Context: an optimization exercise on an open-source flow, tuned for small area. The choices shown serve that exercise and are no tape-out recipe. Function was checked by simulation only, so behaviour that the tests miss may differ from the original. No driver is modelled on the clock port, so clock power and skew are understated where the tree is cut down; a real chip needs a root buffer or a tree. Power figures rest on the tool's default switching activity, not on a simulated workload.

job 1202:
// esaxi
module esaxi ( 
   wr_access, wr_packet, rd_access, rd_packet, rr_wait, s_axi_arready,
   s_axi_awready, s_axi_bid, s_axi_bresp, s_axi_bvalid, s_axi_rid,
   s_axi_rdata, s_axi_rlast, s_axi_rresp, s_axi_rvalid, s_axi_wready,
   wr_wait, rd_wait, rr_access, rr_packet, s_axi_aclk, s_axi_aresetn,
   s_axi_arid, s_axi_araddr, s_axi_arburst, s_axi_arcache,
   s_axi_arlock, s_axi_arlen, s_axi_arprot, s_axi_arqos, s_axi_arsize,
   s_axi_arvalid, s_axi_awid, s_axi_awaddr, s_axi_awburst,
   s_axi_awcache, s_axi_awlock, s_axi_awlen, s_axi_awprot,
   s_axi_awqos, s_axi_awsize, s_axi_awvalid, s_axi_bready,
   s_axi_rready, s_axi_wid, s_axi_wdata, s_axi_wlast, s_axi_wstrb,
   s_axi_wvalid
   );
Size in the first run: ~720 cells after synthesis, roughly 580 I/O pins, ~8400 µm² of cells after synthesis.
export LEC_CHECK = 0
export ABC_AREA = 1
export CAP_MARGIN = 20
export CORE_MARGIN = 2
export CORE_UTILIZATION = 55
export PLACE_DENSITY = 0.85
export SLEW_MARGIN = 20
create_clock -name core_clock -period 10.0 [get_ports {s_axi_aclk}]
standard.sh (not shown) runs the stock make flow with config.mk's settings and CLKGATE_MAP_FILE= SYNTH_SCRIPT=/design/flow/synth_recipe.tcl, a recipe that flattens the netlist after the stock synthesis.
==> flow/flow/run.sh <==
#!/bin/bash
# Standard ORFS layout (bash standard.sh) with these changes to how the layout is made:
#  - synthesis is synth_recipe.tcl unchanged, except that Yosys's abc call maps
#    the logic with flow/area.abc (an area-oriented ABC script);
#  - port buffers use the smallest buffer cell (buf_1);
#  - constant outputs keep the one tie cell per value that synthesis made
#    (no repair_tie_fanout);
#  - the clock tree is built by flow/cts_manual.tcl (a PRE_CTS hook): groups of
#    at most MY_CTS_MAX_SINKS flip-flops, one leaf buffer per group, one root
#    buffer; the rest of the CTS step (legalisation, timing repair) is ORFS's.
set -euo pipefail
here=$(pwd)
export FLOW_SYNTH_TCL="$here/synth_recipe.tcl"
export MY_ABC_SCRIPT="$here/flow/area.abc"
export BUFFER_PORTS_ARGS="-buffer_cell sky130_fd_sc_hd__buf_1"
export SKIP_REPAIR_TIE_FANOUT=1
export PLACE_PINS_ARGS="${MY_PLACE_PINS_ARGS:--min_distance 1 -min_distance_in_tracks}"
export PRE_CTS_TCL="$here/flow/cts_manual.tcl"
export MY_CTS_CLOCK=s_axi_aclk
export MY_CTS_LEAF=sky130_fd_sc_hd__clkbuf_8
export MY_CTS_ROOT=sky130_fd_sc_hd__clkbuf_8
export MY_CTS_MAX_SINKS=${MY_CTS_MAX_SINKS:-22}
export MY_CTS_MAX_HP_UM=${MY_CTS_MAX_HP_UM:-1000}
bash standard.sh SYNTH_SCRIPT="$here/flow/synth_wrap.tcl" finish > standard_flow.log 2>&1
==> flow/flow/area.abc <==
strash
dch
amap
topo
==> flow/flow/cts_manual.tcl <==
# PRE_CTS hook: build a two-level clock tree by hand, then make the
# clock_tree_synthesis call in cts.tcl a no-op. The flip-flops are split into
# compact groups of at most MY_CTS_MAX_SINKS within a bounding box of at most
# MY_CTS_MAX_HP_UM half-perimeter (recursive cuts across the longer
# side at the sink count's proportion); each group gets a leaf buffer at its
# centre, and one root buffer at the centre of the leaves drives all leaves
# from the clock port.
set cts_max_sinks $::env(MY_CTS_MAX_SINKS)
set db [ord::get_db]
set block [ord::get_db_block]
set leaf_master [$db findMaster $::env(MY_CTS_LEAF)]
set root_master [$db findMaster $::env(MY_CTS_ROOT)]
set clk_net [$block findNet $::env(MY_CTS_CLOCK)]

set sinks {}
foreach it [$clk_net getITerms] {
  set bb [[$it getInst] getBBox]
  lappend sinks [list $it [expr {([$bb xMin] + [$bb xMax]) / 2}] [expr {([$bb yMin] + [$bb yMax]) / 2}]]
}

proc cts_split { sinks maxs maxhp } {
  set n [llength $sinks]
  set xs [lmap s $sinks {lindex $s 1}]
  set ys [lmap s $sinks {lindex $s 2}]
  set w [expr {[tcl::mathfunc::max {*}$xs] - [tcl::mathfunc::min {*}$xs]}]
  set h [expr {[tcl::mathfunc::max {*}$ys] - [tcl::mathfunc::min {*}$ys]}]
  if { $n <= $maxs && $w + $h <= $maxhp } { return [list $sinks] }
  set k [expr {max(2, ($n + $maxs - 1) / $maxs)}]
  set k1 [expr {$k / 2}]
  set axis [expr {$w >= $h ? 1 : 2}]
  set sorted [lsort -integer -index $axis $sinks]
  set n1 [expr {int(round(double($n) * $k1 / $k))}]
  return [concat [cts_split [lrange $sorted 0 [expr {$n1 - 1}]] $maxs $maxhp] \
                 [cts_split [lrange $sorted $n1 end] $maxs $maxhp]]
}

proc cts_place { inst cx cy } {
  set m [$inst getMaster]
  $inst setLocation [expr {$cx - [$m getWidth] / 2}] [expr {$cy - [$m getHeight] / 2}]
  $inst setPlacementStatus PLACED
}

set cts_max_hp [expr {int($::env(MY_CTS_MAX_HP_UM) * [$block getDbUnitsPerMicron])}]
set groups [cts_split $sinks $cts_max_sinks $cts_max_hp]
set root_net [odb::dbNet_create $block "clknet_root"]
$root_net setSigType CLOCK
set i 0
set lx 0
set ly 0
foreach g $groups {
  set cx 0
  set cy 0
  foreach s $g {
    set cx [expr {$cx + [lindex $s 1]}]
    set cy [expr {$cy + [lindex $s 2]}]
  }
  set cx [expr {$cx / [llength $g]}]
  set cy [expr {$cy / [llength $g]}]
  set lx [expr {$lx + $cx}]
  set ly [expr {$ly + $cy}]
  set leaf [odb::dbInst_create $block $leaf_master "clkbuf_leaf_$i"]
  cts_place $leaf $cx $cy
  set net [odb::dbNet_create $block "clknet_leaf_$i"]
  $net setSigType CLOCK
  foreach s $g {
    set it [lindex $s 0]
    $it disconnect
    $it connect $net
  }
  [$leaf findITerm X] connect $net
  [$leaf findITerm A] connect $root_net
  set gx [lmap s $g {lindex $s 1}]
  set gy [lmap s $g {lindex $s 2}]
  set hp [expr {([tcl::mathfunc::max {*}$gx] - [tcl::mathfunc::min {*}$gx] + [tcl::mathfunc::max {*}$gy] - [tcl::mathfunc::min {*}$gy]) / 1000.0}]
  puts "manual CTS: leaf $i with [llength $g] sinks at ($cx, $cy), half-perimeter $hp um"
  incr i
}
set root [odb::dbInst_create $block $root_master "clkbuf_root"]
cts_place $root [expr {$lx / $i}] [expr {$ly / $i}]
[$root findITerm X] connect $root_net
[$root findITerm A] connect $clk_net
$clk_net setSigType CLOCK
puts "manual CTS: $i leaves, root at ([expr {$lx / $i}], [expr {$ly / $i}])"

global_connect
set_propagated_clock [all_clocks]

proc clock_tree_synthesis { args } {
  puts "clock_tree_synthesis skipped: the clock tree was built by cts_manual.tcl"
}
Other scripts of this flow, unchanged in this note and not shown: flow/flow/synth_wrap.tcl
Job 1202 | status: complete | timing, DRC, antenna: pass
### job 1202 -> job 2878
--- a/flow/flow/run.sh
+++ b/flow/flow/run.sh
@@ -17 +16,0 @@
-export PLACE_PINS_ARGS="${MY_PLACE_PINS_ARGS:--min_distance 1 -min_distance_in_tracks}"
@@ -22 +21 @@
-export MY_CTS_MAX_SINKS=${MY_CTS_MAX_SINKS:-22}
+export MY_CTS_MAX_SINKS=${MY_CTS_MAX_SINKS:-18}
--- a/flow/config.mk
+++ b/flow/config.mk
@@ -11,2 +11,4 @@
-export CORE_UTILIZATION = 55
-export PLACE_DENSITY = 0.85
+export CORE_UTILIZATION = 25
+export GPL_ROUTABILITY_DRIVEN = 0
+export GPL_TIMING_DRIVEN = 0
+export PLACE_DENSITY = 0.95
### Flow results
Lower utilization of the core after routing among job 2878 and job 1202: job 2878
Via-per-instance ratio, job 2878 and job 1202, lower one = job 2878.
Looking only at final routed wirelength across all metal layers, and setting everything else aside, the lower value of job 2878 and job 1202 goes to job 1202.
Cmp job 2878 and job 1202 / share of the final layout cell area in sequential cells / lower: job 2878
Summary of job 2878 over job 1202: non-filler instance count after layout shows an increase of 371; leakage power shows an increase of about 17%; design area shows an increase of 13%.
Compared with job 1202, job 2878 is hungrier on power.
Reported for job 2878 and job 1202, residual DRC count turned out identical to the last digit.
What job 4452 does differently from job 2878 at the input level:
--- a/flow/flow/run.sh
+++ b/flow/flow/run.sh
@@ -16,0 +17 @@
+export PLACE_PINS_ARGS="${MY_PLACE_PINS_ARGS:--min_distance 1 -min_distance_in_tracks}"
==> flow/flow/area.abc <==
strash
rewrite
refactor
balance
dch
amap -m
topo
--- a/flow/config.mk
+++ b/flow/config.mk
@@ -11,4 +11,2 @@
-export CORE_UTILIZATION = 25
-export GPL_ROUTABILITY_DRIVEN = 0
-export GPL_TIMING_DRIVEN = 0
-export PLACE_DENSITY = 0.95
+export CORE_UTILIZATION = 55
+export PLACE_DENSITY = 0.85
## What came out
When job 4452 is measured against job 2878, its part of the power in combinational logic turns out 0.9 points lower.
Going from job 2878 to job 4452, final critical delay including setup and external delays down 0.11 ns, leakage component of the power dropped 13%, setup slack after placement now sits higher, worst path arrival time fell 0.16 ns, critical path depth rose by about 2.8%.
Power: job 4452 draws less than job 2878
Routed wire length, job 4452 and job 2878, lower one = job 4452.
Job 2878 and job 4452 ended up with roughly the same post-synthesis average cell area.
The more densely filled core belongs to job 4452, not job 2878.
diff inputs: job 4452 => job 9130
--- a/flow/flow/run.sh
+++ b/flow/flow/run.sh
@@ -17 +16,0 @@
-export PLACE_PINS_ARGS="${MY_PLACE_PINS_ARGS:--min_distance 1 -min_distance_in_tracks}"
@@ -23 +21,0 @@
-export MY_CTS_MAX_HP_UM=${MY_CTS_MAX_HP_UM:-1000}
==> flow/flow/area.abc <==
strash
dch
amap
topo
--- a/flow/flow/cts_manual.tcl
+++ b/flow/flow/cts_manual.tcl
@@ -3,2 +3 @@
-# compact groups of at most MY_CTS_MAX_SINKS within a bounding box of at most
-# MY_CTS_MAX_HP_UM half-perimeter (recursive cuts across the longer
+# compact groups of at most MY_CTS_MAX_SINKS (recursive cuts across the longer
@@ -21 +20 @@
-proc cts_split { sinks maxs maxhp } {
+proc cts_split { sinks maxs } {
@@ -22,0 +22,3 @@
+  if { $n <= $maxs } { return [list $sinks] }
+  set k [expr {($n + $maxs - 1) / $maxs}]
+  set k1 [expr {$k / 2}]
@@ -27,3 +28,0 @@
-  if { $n <= $maxs && $w + $h <= $maxhp } { return [list $sinks] }
-  set k [expr {max(2, ($n + $maxs - 1) / $maxs)}]
-  set k1 [expr {$k / 2}]
@@ -33,2 +32,2 @@
-  return [concat [cts_split [lrange $sorted 0 [expr {$n1 - 1}]] $maxs $maxhp] \
-                 [cts_split [lrange $sorted $n1 end] $maxs $maxhp]]
+  return [concat [cts_split [lrange $sorted 0 [expr {$n1 - 1}]] $maxs] \
+                 [cts_split [lrange $sorted $n1 end] $maxs]]
@@ -43,2 +42 @@
-set cts_max_hp [expr {int($::env(MY_CTS_MAX_HP_UM) * [$block getDbUnitsPerMicron])}]
-set groups [cts_split $sinks $cts_max_sinks $cts_max_hp]
+set groups [cts_split $sinks $cts_max_sinks]
@@ -72,4 +70 @@
-  set gx [lmap s $g {lindex $s 1}]
-  set gy [lmap s $g {lindex $s 2}]
-  set hp [expr {([tcl::mathfunc::max {*}$gx] - [tcl::mathfunc::min {*}$gx] + [tcl::mathfunc::max {*}$gy] - [tcl::mathfunc::min {*}$gy]) / 1000.0}]
-  puts "manual CTS: leaf $i with [llength $g] sinks at ($cx, $cy), half-perimeter $hp um"
+  puts "manual CTS: leaf $i with [llength $g] sinks at ($cx, $cy)"
--- a/flow/config.mk
+++ b/flow/config.mk
@@ -11 +11 @@
-export CORE_UTILIZATION = 55
+export CORE_UTILIZATION = 25
## What came out
Per the comparison of job 9130 with job 4452, total clock network power now larger; signed area change from the synthesized netlist to the final layout climbed 3.5 points. Job 4452 has higher tightest slew margin relative to the limit than job 9130. On share of synthesized area occupied by flip-flops and latches, job 9130 and job 4452 are neck and neck. Gate count after technology mapping: job 9130 vs job 4452 — no meaningful difference. Re multi-input combinational cell count: job 9130 is 0.57% down on job 4452.
No run of this note takes its clock network from TritonCTS; it comes from the design's own scripts or RTL.

esaxi again, from the RTL that the note above started with.
export LEC_CHECK = 0
export ABC_AREA = 1
export CAP_MARGIN = 20
export CORE_MARGIN = 2
export CORE_UTILIZATION = 25
export PLACE_DENSITY = 0.85
export SLEW_MARGIN = 20
create_clock -name core_clock -period 10.0 [get_ports {s_axi_aclk}]
==> flow/flow/run.sh <==
#!/bin/bash
# Standard ORFS layout (bash standard.sh) with these changes to how the layout is made:
#  - synthesis is synth_recipe.tcl unchanged, except that Yosys's abc call maps
#    the logic with flow/area.abc (an area-oriented ABC script);
#  - port buffers use the smallest buffer cell (buf_1);
#  - constant outputs keep the one tie cell per value that synthesis made
#    (no repair_tie_fanout);
#  - the clock tree uses clkbuf_8 buffers, sink clusters of up to 12 flops
#    within 50 um, and no dummy loads.
set -euo pipefail
here=$(pwd)
export FLOW_SYNTH_TCL="$here/synth_recipe.tcl"
export MY_ABC_SCRIPT="$here/flow/area.abc"
export BUFFER_PORTS_ARGS="-buffer_cell sky130_fd_sc_hd__buf_1"
export SKIP_REPAIR_TIE_FANOUT=1
export CTS_ARGS="-sink_clustering_enable -repair_clock_nets -buf_list sky130_fd_sc_hd__clkbuf_8 -sink_clustering_size 16 -sink_clustering_max_diameter 40 -dont_use_dummy_load"
bash standard.sh SYNTH_SCRIPT="$here/flow/synth_wrap.tcl" finish > standard_flow.log 2>&1
==> flow/flow/area.abc <==
strash
dch
amap
topo
==> flow/flow/synth_wrap.tcl <==
proc abc {args} {
  set i [lsearch -exact $args -script]
  if {$i >= 0 && [info exists ::env(MY_ABC_SCRIPT)] && $::env(MY_ABC_SCRIPT) ne ""} {
    lset args [expr {$i + 1}] $::env(MY_ABC_SCRIPT)
  }
  yosys abc {*}$args
}
source $::env(FLOW_SYNTH_TCL)
Then changed:
--- a/flow/flow/run.sh
+++ b/flow/flow/run.sh
@@ -15,3 +15,3 @@
 export SKIP_REPAIR_TIE_FANOUT=1
-export CTS_ARGS="-sink_clustering_enable -repair_clock_nets -buf_list sky130_fd_sc_hd__clkbuf_8 -sink_clustering_size 16 -sink_clustering_max_diameter 40 -dont_use_dummy_load"
+export CTS_ARGS="-sink_clustering_enable -repair_clock_nets -buf_list sky130_fd_sc_hd__clkbuf_8 -sink_clustering_size 12 -sink_clustering_max_diameter 50 -dont_use_dummy_load"
 bash standard.sh SYNTH_SCRIPT="$here/flow/synth_wrap.tcl" finish > standard_flow.log 2>&1
--- a/flow/config.mk
+++ b/flow/config.mk
@@ -11,3 +11,2 @@
 export CORE_UTILIZATION = 25
-export PLACE_DENSITY = 0.85
 export SLEW_MARGIN = 20
- The changed run ran to the end with no violations
- total power fell by 0.46%
- die area is unchanged
- global-route usage goes down by 0.23 points
- design area hardly moves
- worst setup slack improves by 0.13 ns
- clock skew came out lower by 0.037 ns
- cell count hardly moves
- maximum frequency increases by about 1.7%
- routed wire length falls by about 2.6%
Then changed:
--- a/flow/flow/run.sh
+++ b/flow/flow/run.sh
@@ -15,3 +15,3 @@
 export SKIP_REPAIR_TIE_FANOUT=1
-export CTS_ARGS="-sink_clustering_enable -repair_clock_nets -buf_list sky130_fd_sc_hd__clkbuf_8 -sink_clustering_size 12 -sink_clustering_max_diameter 50 -dont_use_dummy_load"
+export CTS_ARGS="-sink_clustering_enable -repair_clock_nets -buf_list sky130_fd_sc_hd__clkbuf_4 sky130_fd_sc_hd__clkbuf_8 sky130_fd_sc_hd__clkbuf_16 -sink_clustering_size 16 -sink_clustering_max_diameter 40 -dont_use_dummy_load"
 bash standard.sh SYNTH_SCRIPT="$here/flow/synth_wrap.tcl" finish > standard_flow.log 2>&1
--- a/flow/config.mk
+++ b/flow/config.mk
@@ -11,2 +11,3 @@
 export CORE_UTILIZATION = 25
+export PLACE_DENSITY = 0.85
 export SLEW_MARGIN = 20
With this change the flow ended with an error in clock tree synthesis (4_1_cts) on STA-0564. Area after synthesis does not change. Synthesized cell count does not change.
Then changed:
--- a/flow/flow/run.sh
+++ b/flow/flow/run.sh
@@ -15,3 +15,3 @@
 export SKIP_REPAIR_TIE_FANOUT=1
-export CTS_ARGS="-sink_clustering_enable -repair_clock_nets -buf_list sky130_fd_sc_hd__clkbuf_4 sky130_fd_sc_hd__clkbuf_8 sky130_fd_sc_hd__clkbuf_16 -sink_clustering_size 16 -sink_clustering_max_diameter 40 -dont_use_dummy_load"
+export CTS_ARGS="-sink_clustering_enable -repair_clock_nets -buf_list sky130_fd_sc_hd__clkbuf_16 -sink_clustering_size 24 -sink_clustering_max_diameter 40 -dont_use_dummy_load"
 bash standard.sh SYNTH_SCRIPT="$here/flow/synth_wrap.tcl" finish > standard_flow.log 2>&1
Result: Now the flow completed without violations. Synthesized area stays the same. Synthesized cell count stays the same.

[static timing again, ports no longer ideal]
Ports are ideal in the flow. The routed layouts listed here were re-timed in OpenROAD. Step 1: set_driving_cell puts a clkbuf_16 on s_axi_aclk and a buf_2 on each other input, an assumption about the parent block. Step 2 also shifts input and output timing later by t, the mid clock arrival at the registers, as if the neighbouring blocks saw the same clock. a / b / c = ideal ports / drivers / drivers and shift; a / b = the first two.
run	t (ns)	setup slack, ns	hold WS [ns]	clock arrival spread, ns	slew at the worst register clock pin (ns)
job 1202	0.478	2.274 / 2.267 / 1.789	0.337 / 0.337 / 0.337	0.015 / 0.015	0.12 / 0.12
job 2878	0.522	2.032 / 2.043 / 1.521	0.335 / 0.335 / 0.335	0.024 / 0.024	0.13 / 0.13
job 4452	0.484	2.146 / 2.134 / 1.649	0.334 / 0.334 / 0.334	0.009 / 0.009	0.11 / 0.11
job 9130	0.536	1.914 / 1.929 / 1.393	0.333 / 0.333 / 0.333	0.027 / 0.027	0.13 / 0.13
the first run of note 2	0.590	1.930 / 1.953 / 1.363	0.298 / 0.298 / 0.298	0.095 / 0.094	0.08 / 0.08
the second run of note 2	0.585	2.063 / 2.069 / 1.484	0.313 / 0.313 / 0.313	0.055 / 0.055	0.08 / 0.08
the fourth run of note 2	0.566	1.876 / 1.901 / 1.335	0.304 / 0.304 / 0.304	0.070 / 0.070	0.06 / 0.06
After both steps every run listed still meets setup and hold. For the second run of note 2, which loses most, drivers alone change the setup slack by +0.006 ns; drivers and shift together by -0.579 ns.
